This design comes from an exercise in tuning for small area on the open sky130 flow, not from production work.
RTL that was checked went through simulation tests only; none was proved equivalent to the original.
Only the layout flow was run in runs 2 and 3; the RTL was not checked for function there.
Power and IR drop assume default switching activity.

==> flow/design.v (outline; a module is shown in full before it is edited, if it fits) <==
// module HandwashSensor: 749 lines
module HandwashSensor(
    input clk,
    input reset,
    input acceptLeftHandDistance,
    input [15:0] leftHandDistance,
    input acceptLeftHandGain,
    input [7:0] leftHandGain,
    input acceptRightHandDistance,
    input [15:0] rightHandDistance,
    input acceptRightHandGain,
    input [7:0] rightHandGain,
    output waterOn
);
  // ...
==> flow/flow/run.sh <==
#!/bin/bash
# Own layout flow: the standard synthesis, then its combinational logic
# is rebuilt as an explicit gate netlist (flow/mulgen.py: the same adder
# tree as the RTL, with inverted partial products so the full adders chain
# without inverters, and carry-selected test flags), then the standard
# layout steps from floorplan to finish, with buf_1 port buffers and a
# clock tree of clkbuf_4/clkbuf_8 without dummy loads.
set -euo pipefail
BOUNDS=11,17
RES=orfs/results/${FLOW_PLATFORM}/HandwashSensor/base
LIB=${FLOW_HOME}/platforms/${FLOW_PLATFORM}/lib/sky130_fd_sc_hd__tt_025C_1v80.lib
YOSYS=$(command -v yosys || echo "${FLOW_HOME}/../tools/install/yosys/bin/yosys")

bash standard.sh synth > 1_standard_synth.log 2>&1
cp "$RES/1_2_yosys.v" standard_netlist.v
python3 flow/mulgen.py net "$BOUNDS" standard_netlist.v net_pre.v > 2_mulgen.log 2>&1
MAP_LIB="$LIB" MAP_IN=net_pre.v MAP_TOP="$FLOW_TOP" MAP_OUT=net_post.v \
  "$YOSYS" -c flow/map.ys.tcl > 3_map_yosys.log 2>&1
cp net_post.v "$RES/1_2_yosys.v"
rm -f "$RES/1_synth.odb" "$RES/1_synth.sdc"
bash standard.sh finish \
  "BUFFER_PORTS_ARGS=-buffer_cell sky130_fd_sc_hd__buf_1" \
  "CTS_ARGS=-sink_clustering_enable -repair_clock_nets -dont_use_dummy_load -buf_list {sky130_fd_sc_hd__clkbuf_4 sky130_fd_sc_hd__clkbuf_8}" \
  > 4_layout.log 2>&1
==> flow/flow/map.ys.tcl <==
# Map the tail logic of the rewritten netlist; cells already instantiated stay as they are.
set lib $::env(MAP_LIB)
yosys read_liberty -lib $lib
yosys read_verilog $::env(MAP_IN)
yosys hierarchy -check -top $::env(MAP_TOP)
yosys proc
yosys opt -fast
yosys techmap
yosys opt -fast
yosys abc -liberty $lib -dont_use sky130_fd_sc_hd__probe_p_8 -dont_use sky130_fd_sc_hd__probec_p_8 -dont_use sky130_fd_sc_hd__lpflow_* -D 100 mgcar_*
yosys abc -liberty $lib -dont_use sky130_fd_sc_hd__probe_p_8 -dont_use sky130_fd_sc_hd__probec_p_8 -dont_use sky130_fd_sc_hd__lpflow_* -dont_use sky130_fd_sc_hd__or4* -dont_use sky130_fd_sc_hd__or3* -D 7000 $::env(MAP_TOP) mgfin_*
yosys scratchpad -set flatten.separator _
yosys flatten
yosys opt_clean -purge
yosys hilomap -singleton -hicell sky130_fd_sc_hd__conb_1 HI -locell sky130_fd_sc_hd__conb_1 LO
yosys splitnets
yosys opt_clean -purge
yosys stat -liberty $lib
yosys check -assert
yosys write_verilog -noattr -nohex -nodec $::env(MAP_OUT)
==> flow/standard.sh <==
#!/bin/bash
# synth_recipe.tcl (not shown) runs the flow's synth.tcl, then flattens the netlist and writes it again
# the make line also repeats each setting of config.mk as NAME=value (left out here)
make -C /OpenROAD-flow-scripts/flow DESIGN_CONFIG=/design/flow/config.mk WORK_HOME=/design/flow/orfs CLKGATE_MAP_FILE= SYNTH_SCRIPT=/design/flow/synth_recipe.tcl "${@:-finish}"
==> flow/config.mk <==
export PLATFORM = sky130hd
export DESIGN_NAME = HandwashSensor
export DESIGN_NICKNAME = HandwashSensor
export VERILOG_FILES = /design/flow/design.v
export SDC_FILE = /design/flow/constraint.sdc
export NUM_CORES = 4
export LEC_CHECK = 0
export CAP_MARGIN = 20
export CORE_MARGIN = 2
export CORE_UTILIZATION = 40
export GPL_TIMING_DRIVEN = 0
export SLEW_MARGIN = 20
==> flow/constraint.sdc <==
create_clock -name core_clock -period 7.0 [get_ports {clk}]
set_input_delay 1.4000 -clock core_clock [delete_from_list [all_inputs] [get_ports {clk}]]
set_output_delay 1.4000 -clock core_clock [all_outputs]
set_load 0.01 [all_outputs]
Not shown: flow/flow/mulgen.py
==> impl_metrics.ini, run 1 <==
[clocking]
cts_tree = built
numCtsBuffers = 5
clk-insertion-delay-late_ns = 0.31
clk_pin_slew_worst_paths_ns = 0.08

[timing]
hold_viol_final = 0
whs_ns = 0.6858
setup_viol = 0
fmax_mhz = 149.0

[synth]
synth_cells = 672
netlist_area_mm2 = 0.007176

[critical_path]
path_buf_inv = 0
r2r-start = leftHandGainHeld[2]$_SDFFE_PP0P_

[floorplanning]
die_x_um = 137.9
io_pins = 55

[finish]
n_all_buffers = 54
clock_area_share_pct = 0.8891
n_sequential_cell = 49
syn_to_final_growth_pct = 7.864

[placement]
dp_cells = 951
gp_congestion = 0.8446

[power]
comb_power_share_pct = 31.5
powerSeq_uw = 365

[worst_hold_path]
hp-start = rightHandDistanceHeld[2]$_SDFFE_PP0P_

[global_routing]
grt-ovfl-total = 0
grt_busiest_layer = met2

[status]
status = timing/DRC/antenna clean

[route]
dr_wl_met3_um = 1252
==> run 2, diff against run 1 <==
--- a/flow/design.v
+++ b/flow/design.v
@@ -337,28 +337,28 @@
 wire l_c179 = (l_pp_13_4 & l_pp_14_3) | ((l_pp_13_4 | l_pp_14_3) & l_pp_15_2);
 wire l_s180 = l_pp_13_4 ^ l_pp_14_3 ^ l_pp_15_2;
 wire l_c181 = (l_c163 & l_c165) | ((l_c163 | l_c165) & l_s178);
 wire l_s182 = l_c163 ^ l_c165 ^ l_s178;
 wire l_c183 = (l_s180 & l_c167) | ((l_s180 | l_c167) & l_c169);
 wire l_s184 = l_s180 ^ l_c167 ^ l_c169;
 wire l_c185 = (l_s182 & l_c171) | ((l_s182 | l_c171) & l_s184);
 wire l_s186 = l_s182 ^ l_c171 ^ l_s184;
-wire l_c187 = l_c173 & l_s186;
-wire l_s188 = l_c173 ^ l_s186;
+wire l_c187 = (l_c173 & l_s186) | ((l_c173 | l_s186) & l_c175);
+wire l_s188 = l_c173 ^ l_s186 ^ l_c175;
 wire l_c189 = (l_pp_11_7 & l_pp_12_6) | ((l_pp_11_7 | l_pp_12_6) & l_pp_13_5);
 wire l_s190 = l_pp_11_7 ^ l_pp_12_6 ^ l_pp_13_5;
 wire l_c191 = (l_pp_14_4 & l_pp_15_3) | ((l_pp_14_4 | l_pp_15_3) & l_c177);
 wire l_s192 = l_pp_14_4 ^ l_pp_15_3 ^ l_c177;
 wire l_c193 = (l_c179 & l_s190) | ((l_c179 | l_s190) & l_c181);
 wire l_s194 = l_c179 ^ l_s190 ^ l_c181;
 wire l_c195 = (l_s192 & l_c183) | ((l_s192 | l_c183) & l_s194);
 wire l_s196 = l_s192 ^ l_c183 ^ l_s194;
-wire l_c197 = (l_c185 & l_s196) | ((l_c185 | l_s196) & l_c187);
-wire l_s198 = l_c185 ^ l_s196 ^ l_c187;
+wire l_c197 = l_c185 & l_s196;
+wire l_s198 = l_c185 ^ l_s196;
 wire l_c199 = (l_pp_12_7 & l_pp_13_6) | ((l_pp_12_7 | l_pp_13_6) & l_pp_14_5);
 wire l_s200 = l_pp_12_7 ^ l_pp_13_6 ^ l_pp_14_5;
 wire l_c201 = (l_pp_15_4 & l_c189) | ((l_pp_15_4 | l_c189) & l_s200);
 wire l_s202 = l_pp_15_4 ^ l_c189 ^ l_s200;
 wire l_c203 = (l_c191 & l_s202) | ((l_c191 | l_s202) & l_c193);
 wire l_s204 = l_c191 ^ l_s202 ^ l_c193;
 wire l_c205 = (l_c195 & l_s204) | ((l_c195 | l_s204) & l_c197);
 wire l_s206 = l_c195 ^ l_s204 ^ l_c197;
@@ -370,21 +370,21 @@
 wire l_s212 = l_s210 ^ l_c203 ^ l_c205;
 wire l_c213 = (l_pp_14_7 & l_pp_15_6) | ((l_pp_14_7 | l_pp_15_6) & l_c207);
 wire l_s214 = l_pp_14_7 ^ l_pp_15_6 ^ l_c207;
 wire l_c215 = (l_s214 & l_c209) | ((l_s214 | l_c209) & l_c211);
 wire l_s216 = l_s214 ^ l_c209 ^ l_c211;
 wire l_s217 = l_pp_15_7 ^ l_c213 ^ l_c215;
 wire [3:0] l_sec0 = {l_s92, l_s78, l_s64, l_s50};
 wire l_cin1 = l_c91;
-wire [6:0] l_sec1_sum = {l_s176, l_s162, l_s148, l_s134, l_s120, l_s106} + l_cin1;
-wire [5:0] l_sec1 = l_sec1_sum[5:0];
-wire l_cin2 = l_c175 | l_sec1_sum[6];
-wire [6:0] l_sec2_sum = {l_s217, l_s216, l_s212, l_s206, l_s198, l_s188} + l_cin2;
-wire [5:0] l_sec2 = l_sec2_sum[5:0];
+wire [7:0] l_sec1_sum = {l_s188, l_s176, l_s162, l_s148, l_s134, l_s120, l_s106} + l_cin1;
+wire [6:0] l_sec1 = l_sec1_sum[6:0];
+wire l_cin2 = l_c187 | l_sec1_sum[7];
+wire [5:0] l_sec2_sum = {l_s217, l_s216, l_s212, l_s206, l_s198} + l_cin2;
+wire [4:0] l_sec2 = l_sec2_sum[4:0];
 wire [15:0] lHand = {l_sec2, l_sec1, l_sec0};
 wire l_nonZero = lHand != 16'd0;
 wire l_belowThreshold = lHand < 16'd1500;
 wire r_pp_0_0 = rightHandDistanceHeld[0] & rightHandGainHeld[0];
 wire r_pp_0_1 = rightHandDistanceHeld[0] & rightHandGainHeld[1];
 wire r_pp_0_2 = rightHandDistanceHeld[0] & rightHandGainHeld[2];
 wire r_pp_0_3 = rightHandDistanceHeld[0] & rightHandGainHeld[3];
 wire r_pp_0_4 = rightHandDistanceHeld[0] & rightHandGainHeld[4];
@@ -692,28 +692,28 @@
 wire r_c179 = (r_pp_13_4 & r_pp_14_3) | ((r_pp_13_4 | r_pp_14_3) & r_pp_15_2);
 wire r_s180 = r_pp_13_4 ^ r_pp_14_3 ^ r_pp_15_2;
 wire r_c181 = (r_c163 & r_c165) | ((r_c163 | r_c165) & r_s178);
 wire r_s182 = r_c163 ^ r_c165 ^ r_s178;
 wire r_c183 = (r_s180 & r_c167) | ((r_s180 | r_c167) & r_c169);
 wire r_s184 = r_s180 ^ r_c167 ^ r_c169;
 wire r_c185 = (r_s182 & r_c171) | ((r_s182 | r_c171) & r_s184);
 wire r_s186 = r_s182 ^ r_c171 ^ r_s184;
-wire r_c187 = r_c173 & r_s186;
-wire r_s188 = r_c173 ^ r_s186;
+wire r_c187 = (r_c173 & r_s186) | ((r_c173 | r_s186) & r_c175);
+wire r_s188 = r_c173 ^ r_s186 ^ r_c175;
 wire r_c189 = (r_pp_11_7 & r_pp_12_6) | ((r_pp_11_7 | r_pp_12_6) & r_pp_13_5);
 wire r_s190 = r_pp_11_7 ^ r_pp_12_6 ^ r_pp_13_5;
 wire r_c191 = (r_pp_14_4 & r_pp_15_3) | ((r_pp_14_4 | r_pp_15_3) & r_c177);
 wire r_s192 = r_pp_14_4 ^ r_pp_15_3 ^ r_c177;
 wire r_c193 = (r_c179 & r_s190) | ((r_c179 | r_s190) & r_c181);
 wire r_s194 = r_c179 ^ r_s190 ^ r_c181;
 wire r_c195 = (r_s192 & r_c183) | ((r_s192 | r_c183) & r_s194);
 wire r_s196 = r_s192 ^ r_c183 ^ r_s194;
-wire r_c197 = (r_c185 & r_s196) | ((r_c185 | r_s196) & r_c187);
-wire r_s198 = r_c185 ^ r_s196 ^ r_c187;
+wire r_c197 = r_c185 & r_s196;
+wire r_s198 = r_c185 ^ r_s196;
 wire r_c199 = (r_pp_12_7 & r_pp_13_6) | ((r_pp_12_7 | r_pp_13_6) & r_pp_14_5);
 wire r_s200 = r_pp_12_7 ^ r_pp_13_6 ^ r_pp_14_5;
 wire r_c201 = (r_pp_15_4 & r_c189) | ((r_pp_15_4 | r_c189) & r_s200);
 wire r_s202 = r_pp_15_4 ^ r_c189 ^ r_s200;
 wire r_c203 = (r_c191 & r_s202) | ((r_c191 | r_s202) & r_c193);
 wire r_s204 = r_c191 ^ r_s202 ^ r_c193;
 wire r_c205 = (r_c195 & r_s204) | ((r_c195 | r_s204) & r_c197);
 wire r_s206 = r_c195 ^ r_s204 ^ r_c197;
@@ -725,21 +725,21 @@
 wire r_s212 = r_s210 ^ r_c203 ^ r_c205;
 wire r_c213 = (r_pp_14_7 & r_pp_15_6) | ((r_pp_14_7 | r_pp_15_6) & r_c207);
 wire r_s214 = r_pp_14_7 ^ r_pp_15_6 ^ r_c207;
 wire r_c215 = (r_s214 & r_c209) | ((r_s214 | r_c209) & r_c211);
 wire r_s216 = r_s214 ^ r_c209 ^ r_c211;
 wire r_s217 = r_pp_15_7 ^ r_c213 ^ r_c215;
 wire [3:0] r_sec0 = {r_s92, r_s78, r_s64, r_s50};
 wire r_cin1 = r_c91;
-wire [6:0] r_sec1_sum = {r_s176, r_s162, r_s148, r_s134, r_s120, r_s106} + r_cin1;
-wire [5:0] r_sec1 = r_sec1_sum[5:0];
-wire r_cin2 = r_c175 | r_sec1_sum[6];
-wire [6:0] r_sec2_sum = {r_s217, r_s216, r_s212, r_s206, r_s198, r_s188} + r_cin2;
-wire [5:0] r_sec2 = r_sec2_sum[5:0];
+wire [7:0] r_sec1_sum = {r_s188, r_s176, r_s162, r_s148, r_s134, r_s120, r_s106} + r_cin1;
+wire [6:0] r_sec1 = r_sec1_sum[6:0];
+wire r_cin2 = r_c187 | r_sec1_sum[7];
+wire [5:0] r_sec2_sum = {r_s217, r_s216, r_s212, r_s206, r_s198} + r_cin2;
+wire [4:0] r_sec2 = r_sec2_sum[4:0];
 wire [15:0] rHand = {r_sec2, r_sec1, r_sec0};
 wire r_nonZero = rHand != 16'd0;
 wire r_belowThreshold = rHand < 16'd1500;
 reg waterOnReg;
 always @(posedge clk) begin
     if (reset)
         waterOnReg <= 1'b0;
     else
--- a/flow/flow/run.sh
+++ b/flow/flow/run.sh
@@ -1,17 +1,17 @@
 #!/bin/bash
 # Own layout flow: the standard synthesis, then its combinational logic
 # is rebuilt as an explicit gate netlist (flow/mulgen.py: the same adder
 # tree as the RTL, with inverted partial products so the full adders chain
 # without inverters, and carry-selected test flags), then the standard
 # layout steps from floorplan to finish, with buf_1 port buffers and a
 # clock tree of clkbuf_4/clkbuf_8 without dummy loads.
 set -euo pipefail
-BOUNDS=11,17
+BOUNDS=11,18
 RES=orfs/results/${FLOW_PLATFORM}/HandwashSensor/base
 LIB=${FLOW_HOME}/platforms/${FLOW_PLATFORM}/lib/sky130_fd_sc_hd__tt_025C_1v80.lib
 YOSYS=$(command -v yosys || echo "${FLOW_HOME}/../tools/install/yosys/bin/yosys")
 
 bash standard.sh synth > 1_standard_synth.log 2>&1
 cp "$RES/1_2_yosys.v" standard_netlist.v
 python3 flow/mulgen.py net "$BOUNDS" standard_netlist.v net_pre.v > 2_mulgen.log 2>&1
 MAP_LIB="$LIB" MAP_IN=net_pre.v MAP_TOP="$FLOW_TOP" MAP_OUT=net_post.v \
==> flow/flow/map.ys.tcl (replaced) <==
# Map the tail logic of the rewritten netlist; cells already instantiated stay as they are.
set lib $::env(MAP_LIB)
yosys read_liberty -lib $lib
yosys read_verilog $::env(MAP_IN)
yosys hierarchy -check -top $::env(MAP_TOP)
yosys proc
yosys opt -fast
yosys techmap
yosys opt -fast
yosys abc -liberty $lib -dont_use sky130_fd_sc_hd__probe_p_8 -dont_use sky130_fd_sc_hd__probec_p_8 -dont_use sky130_fd_sc_hd__lpflow_* -D 100 mgcar_*
yosys abc -liberty $lib -dont_use sky130_fd_sc_hd__probe_p_8 -dont_use sky130_fd_sc_hd__probec_p_8 -dont_use sky130_fd_sc_hd__lpflow_* -D 7000 $::env(MAP_TOP) mgfin_*
yosys scratchpad -set flatten.separator _
yosys flatten
yosys opt_clean -purge
yosys hilomap -singleton -hicell sky130_fd_sc_hd__conb_1 HI -locell sky130_fd_sc_hd__conb_1 LO
yosys splitnets
yosys opt_clean -purge
yosys stat -liberty $lib
yosys check -assert
yosys write_verilog -noattr -nohex -nodec $::env(MAP_OUT)
==> run 2 against run 1 <==
Register-to-register slack got worse by 0.04 ns. Area after synthesis decreased by 1.5%. Still clean. Maximum frequency is 0.60% lower. First-iteration DRC count increased by 19%. Combinational power rose by 5%. Final cell count grew 1.4%. Via count increased by 0.39%. Non-clock buffer count increased by 25. Critical path type unchanged.
==> impl_metrics.ini, run 2 <==
[status]
status = timing/DRC/antenna clean

[timing]
setup_ws_ns = 0.2461
fin_worst_skew_ns = 0.01726
period_share_pct = 96.48
hold_viol_final = 0
drv_slew = 0
setup_viol = 0
period_minus_slack_ns = 6.754
slew_headroom_pct = 37.14
worst_pin_slew_ns = 0.9419
fmax_mhz = 148.1

[floorplanning]
rows = 48
die_x_um = 136.9
die_area_mm2 = 0.01875
io_pins = 55
core_area_mm2 = 0.01730
die_y_um = 136.9
initial_core_util_pct = 40.87

[finish]
syn_to_final_growth_pct = 12.04
final_cells = 969
final_nets = 1002
fill_cells = 1661
final_common_cell = nand2_1
final_cell_mix = nand2_1 (265), fa_1 (199), buf_1 (54)
insertedDiodeCount = 0
drive_gt1_share_pct = 9.543
reg_top3 = leftHandDistanceHeld (16), rightHandDistanceHeld (16)

[critical_path]
cp.required_ns = 7.19
max_stage_delay_ns = 0.59
critPathCaptureType = flip-flop
cp_max_fo = 10
crit_start = leftHandGainHeld[5]$_SDFFE_PP0P_
startpoint_type = flip-flop
r2r-start = leftHandGainHeld[5]$_SDFFE_PP0P_
crit_path_frequent_cell = fa_1
arrival_ns = 6.94
path_class = flip-flop to flip-flop
crit_chain = nand2_1 -> fa_1 -> fa_2 -> fa_1 -> fa_1 -> or2_1 -> fa_1 -> fa_1 -> fa_1 -> fa_1 -> or2_1 -> fa_2 -> or4_4 -> o21ai_2 -> nand2_1 -> mux2_1 -> a21oi_1 -> nor2b_1 -> or2_1 -> and4b_1
critPathSlowestCell = or4_4

[worst_hold_path]
hp-start = leftHandDistanceHeld[6]$_SDFFE_PP0P_
hold_path_class = flip-flop to flip-flop

[placement]
port_buffers = 54
dp_cells = 939
gp_congestion = 0.8258
place_hpwl_um = 13650
pre_cts_ws_ns = -0.4291

[clocking]
numCtsBuffers = 5
htreeDepth = 2
hold_buffers = 0
cts_tree = built
clk-insertion-delay-late_ns = 0.33
clockBufferDepth = 2
cts_root_buffer = clkbuf_8
clk_pin_slew_worst_paths_ns = 0.09
cts_sinks = 49

[synth]
avgSynthCellArea_um2 = 10.71
synth_cells = 660
synth_nets = 916
netlist_area_mm2 = 0.007069
yosysWarnings = 1

[global_routing]
grt_pass1_vias = 6085
grt_max_degree = 18
grt_pass1_wl_um = 30500
track_usage_pct = 21.26
grt-ovfl-total = 0
antenna_found_initial = 0

[power]
power_density_mw_per_mm2 = 96.31
power_leakage_nw = 1.551
ir_drop_mv = 0.1183

[route]
totalWireLength_um = 18510
remaining_drc_errors = 0
vias = 5389
ant_nets = 0
first_pass_iters = 5
drtIter0Drc = 299
wl_per_cell_um = 19.10
vias_per_cell = 5.561

[flow_run]
cap_violations = 0
[run 2: cell types whose count changed in the layout (fill, tap and decap cells not counted), moves of 3 or more]
| cell | before | now |
|---|---|---|
| dfxtp_1 | 48 | 17 |
| buf_4 | 0 | 24 |
| dfxtp_4 | 0 | 19 |
| dfxtp_2 | 1 | 13 |
| a21o_1 | 4 | 0 |
| mux2_1 | 12 | 8 |
| nor2_1 | 16 | 12 |
| fa_1 | 202 | 199 |
| fa_2 | 0 | 3 |
| nand3_1 | 10 | 7 |
| nor4b_1 | 4 | 1 |
[run 2: power breakdown]
group / leakage, nW / internal, mW / switching (mW)
Combinational: 1.09 / 0.113 / 0.139
Sequential: 0.422 / 0.295 / 0.0580
Clock: 0.0359 / 0.0647 / 0.0935
Total: 1.55 / 0.473 / 0.290
[run 2: per-stage QoR]
step           TNS [ns]  util (%)  total power, mW  instance area (um^2)  hold slack [ns]
5_1_grt        -0.02487     45.79           0.8156                  7920           0.5866
2_1_floorplan         0         -           0.5054                  7069           0.5665
3_5_place_dp    -0.4291     43.73           0.5943                  7564           0.6750
4_1_cts               0     44.57           0.7566                  7709           0.6041
6_report              0     45.79           0.7628                  7920           0.5605
3_3_place_gp    -0.3053     43.67           0.5816                  7553           0.6528
[run 2: final timing paths]
kind / slack, ns / end / cells after the start
worst max-delay path: 0.25 / waterOnReg$_SDFF_PP0_ / 20
worst min-delay path: 0.56 / leftHandDistanceHeld[6]$_SDFFE_PP0P_ / 1
worst max register to register: 0.25 / waterOnReg$_SDFF_PP0_ / 20
worst min register to register: 0.56 / leftHandDistanceHeld[6]$_SDFFE_PP0P_ / 1
[run 2: area by class of cell]
class | count | area, um^2 | area share (%)
well taps | 225 | 281.5 | 3.555
multi-input cells | 611 | 6113 | 77.19
flip-flops and latches | 49 | 1069 | 13.49
repair buffers | 79 | 387.9 | 4.897
clock buffers | 5 | 68.82 | 0.8689
[run 2: repair_timing]
item,4_1_cts,5_1_grt
endpoints found under the setup margin,1,1
gates resized for setup,25,32
setup buffers,5,20
[run 2: metal layers]
metal | GRT usage [%] | wire length, um | vias up
met1 | 30.15 | 8066 | 2868
met4 | 3.952 | 197 | 0
met2 | 34.55 | 8973 | 192
met3 | 4.037 | 1268 | 18
li1 | - | - | 2311
met5 | 0 | 0 | -
[run 2: worst max-delay path: cells and delay by family, from the launching register on]
family                   cells  cell delay, ns
flip-flops                   1            0.45
AND/OR/NAND/NOR              8            1.74
AO/OA/AOI/OAI                2            0.22
adder cells (fa/ha/maj)      9            3.88
multiplexers                 1            0.30
==> run 3, diff against run 2 <==
--- a/flow/flow/mulgen.py
+++ b/flow/flow/mulgen.py
@@ -242,18 +242,2 @@
                 top = ins[-1]
-                if co_inv and top[2] and cinv:
-                    # c = ~(co_net & (ci_net | top_net | ~x)), x = the other
-                    # bits all set: carry in, last sum bit and carry out,
-                    # the latest signals, meet in one o31ai
-                    ins = ins[1:-1]
-                    body = " & ".join(expr(x[0], x[2]) for x in ins)
-                    cars.append(
-                        f"module mgcar_{p}{j}({', '.join(x[0] for x in ins)}, x);\n"
-                        f"  input {', '.join(x[0] for x in ins)};\n  output x;\n"
-                        f"  assign x = ~({body});\n"
-                        f"endmodule\n")
-                    pl = ", ".join(f".{x[0]}({x[1]})" for x in ins)
-                    carinst.append(f"  mgcar_{p}{j} mgcar_{p}{j}_u ({pl}, .x({xn}));")
-                    N.cell("o31ai_1", {"A1": cnet, "A2": top[1], "A3": xn, "B1": co_net, "Y": nc})
-                    carry = (nc, False)
-                    continue
                 if co_inv and top[2]:
==> run 3 against run 2 <==
Still clean on timing, DRC and antenna. Maximum frequency about the same. Register-to-register slack about the same. Global-route usage down 0.55 points. Sequential power about the same. Clock-buffer cell count unchanged. Die area about the same. Via count down 1.7%. Synthesized cell count unchanged. Critical path depth up 1. Worst setup slack better by 0.0018 ns. Area after synthesis about the same. Critical endpoint unchanged. Largest cell class unchanged. Highest routed layer unchanged.
==> impl_metrics.ini, run 3 <==
[global_routing]
grt_max_degree = 18
antenna_found_initial = 0
grt-ovfl-total = 0
grt_pass1_vias = 5940
grt_pass1_wl_um = 29690
track_usage_pct = 20.71

[clocking]
clk-insertion-delay-late_ns = 0.33
hold_buffers = 0
htreeDepth = 2
cts_sinks = 49
cts_root_buffer = clkbuf_8
clk_pin_slew_worst_paths_ns = 0.10
cts_tree = built
clockBufferDepth = 2
numCtsBuffers = 5

[route]
vias = 5299
drtIter0Drc = 370
vias_per_cell = 5.452
ant_nets = 0
totalWireLength_um = 17870
first_pass_iters = 5
remaining_drc_errors = 0
wl_per_cell_um = 18.38

[finish]
final_common_cell = nand2_1
post-route-util_pct = 45.93
multiInputGateArea_mm2 = 0.006105
fill_cells = 1657
final_nets = 1005
reg_top3 = leftHandDistanceHeld (16), rightHandDistanceHeld (16)
seqCellArea_mm2 = 0.001055
final_cell_mix = nand2_1 (265), fa_1 (200), buf_1 (54)
drive_gt1_share_pct = 9.237
syn_to_final_growth_pct = 12.43
stdcell_area_mm2 = 0.007945
insertedDiodeCount = 0

[timing]
fin_worst_skew_ns = 0.01642
drv_slew = 0
setup_viol = 0
period_share_pct = 96.46
hold_viol_final = 0
fmax_mhz = 148.1
whs_ns = 0.5783
slew_headroom_pct = 40.37
worst_pin_slew_ns = 0.8904
period_minus_slack_ns = 6.752
setup_ws_ns = 0.2479

[critical_path]
startpoint_type = flip-flop
arrival_ns = 6.95
r2r_slack_ns = 0.25
path_class = flip-flop to flip-flop
r2r-start = leftHandGainHeld[3]$_SDFFE_PP0P_
cp_max_fo = 10
r2r-end = waterOnReg$_SDFF_PP0_
critPathCaptureType = flip-flop
cp.required_ns = 7.20
r2r_cells = 21

[worst_hold_path]
hold_path_class = flip-flop to flip-flop
min_to = leftHandDistanceHeld[7]$_SDFFE_PP0P_
whs_path_depth = 1
hp-start = leftHandDistanceHeld[7]$_SDFFE_PP0P_

[power]
ir_drop_mv = 0.1140
power_density_mw_per_mm2 = 96.27
power_leakage_nw = 1.567

[floorplanning]
initial_core_util_pct = 40.86
die_y_um = 136.9
rows = 48
die_x_um = 136.9
core_area_mm2 = 0.01730
die_area_mm2 = 0.01875
io_pins = 55

[status]
status = timing/DRC/antenna clean

[synth]
synth_nets = 916
synth_cells = 660
avgSynthCellArea_um2 = 10.71
yosysWarnings = 1
netlist_area_mm2 = 0.007067

[placement]
place_hpwl_um = 13440
gp_congestion = 0.8179
pre_cts_ws_ns = -0.4873
port_buffers = 54
place_area_mm2 = 0.007561

[flow_run]
cap_violations = 0
[run 3: cell count changes in the layout (fill, tap and decap cells not counted), moves of 2 or more]
cell	delta
buf_12	+2
dfxtp_1	+3
dfxtp_4	-4
nor3_1	-2
nor4_1	+2
o21ai_0	+3
o31ai_1	-2
[run 3: worst max path at each step]
| stage | from | endpoint | slack, ns | cells after the start |
|---|---|---|---|---|
| 2_1_floorplan | leftHandGainHeld[7]$_SDFFE_PP0P_ | waterOnReg$_SDFF_PP0_ | 0.29 | 20 |
| 3_3_place_gp | leftHandGainHeld[7]$_SDFFE_PP0P_ | waterOnReg$_SDFF_PP0_ | -0.34 | 20 |
| 3_5_place_dp | leftHandGainHeld[7]$_SDFFE_PP0P_ | waterOnReg$_SDFF_PP0_ | -0.49 | 20 |
| 4_1_cts | leftHandDistanceHeld[2]$_SDFFE_PP0P_ | waterOnReg$_SDFF_PP0_ | 0.005 | 20 |
| 5_1_grt | rightHandGainHeld[3]$_SDFFE_PP0P_ | waterOnReg$_SDFF_PP0_ | -0.002 | 20 |
| 6_report | leftHandGainHeld[3]$_SDFFE_PP0P_ | waterOnReg$_SDFF_PP0_ | 0.25 | 21 |
[run 3: cell type report]
class / instances / area share (%)
clock buffer: 5 / 0.8661
multi-input combinational: 611 / 76.83
sequential: 49 / 13.28
tap: 225 / 3.543
timing repair buffer: 82 / 5.480
[run 3: critical path, stage by stage, from the launching register on]
cell	delay, ns
dfxtp_4	0.46
buf_12	0.13
nand2_1	0.06
fa_1	0.43
fa_1	0.45
fa_1	0.42
fa_1	0.43
or2_1	0.26
fa_1	0.38
fa_1	0.38
fa_1	0.38
fa_1	0.40
or2_1	0.24
fa_2	0.45
or4_4	0.57
o21ai_0	0.13
nand2_1	0.08
mux2_1	0.30
a21oi_1	0.15
nor2b_1	0.06
or2_1	0.21
and4b_1	0.23
[run 3: what timing repair did]
item                       in CTS  in global routing
setup buffers                   9                 19
resized for setup              24                 23
pin swaps                       0                  0
setup endpoints to repair       1                  1
[run 3: metal layers]
metal / vias to the layer above / wire (um) / GRT usage, % / share of wire (%)
met5: - / 0 / 0 / 0
met4: 0 / 204 / 4.525 / 1.1
met3: 18 / 1164 / 3.889 / 6.5
met2: 178 / 8677 / 33.92 / 49
met1: 2789 / 7822 / 28.95 / 44
li1: 2314 / - / - / -
[run 3: stage by stage]
step	total power [mW]	setup TNS (ns)	cells
after global routing	0.8205	-0.002319	972
after detailed placement	0.5932	-0.4873	939
after global placement	0.5816	-0.3386	939
after CTS	0.7633	0	953
after floorplan	0.5050	0	660
final	0.7649	0	972
[run 3: where the power goes]
group	switching, mW	internal (mW)	total, mW
Combinational	0.136	0.115	0.250
Clock	0.0959	0.0648	0.161
Sequential	0.0582	0.296	0.354

[static timing again, ports no longer ideal]
No port has a modelled driver above. Below, the same layouts with a new extraction and two added sets of constraints.
Step 1, drivers: a clkbuf_16 drives clk and a buf_2 each remaining input, both assumed.
Step 2, shift: input delay + t, output delay - t, t = (earliest + latest rising clock arrival at the registers) / 2. This alone moves slack from input paths to output paths.
Three values: ideal ports, drivers, drivers and shift; two values: the first two.
run | t (ns) | setup slack, ns | latest minus earliest clock arrival (ns)
run 1 | 0.337 | 0.287 / 0.287 / 0.287 | 0.008 / 0.009
run 2 | 0.352 | 0.246 / 0.246 / 0.246 | 0.018 / 0.017
run 3 | 0.344 | 0.248 / 0.248 / 0.248 | 0.031 / 0.030
After both steps every run listed still meets setup and hold.
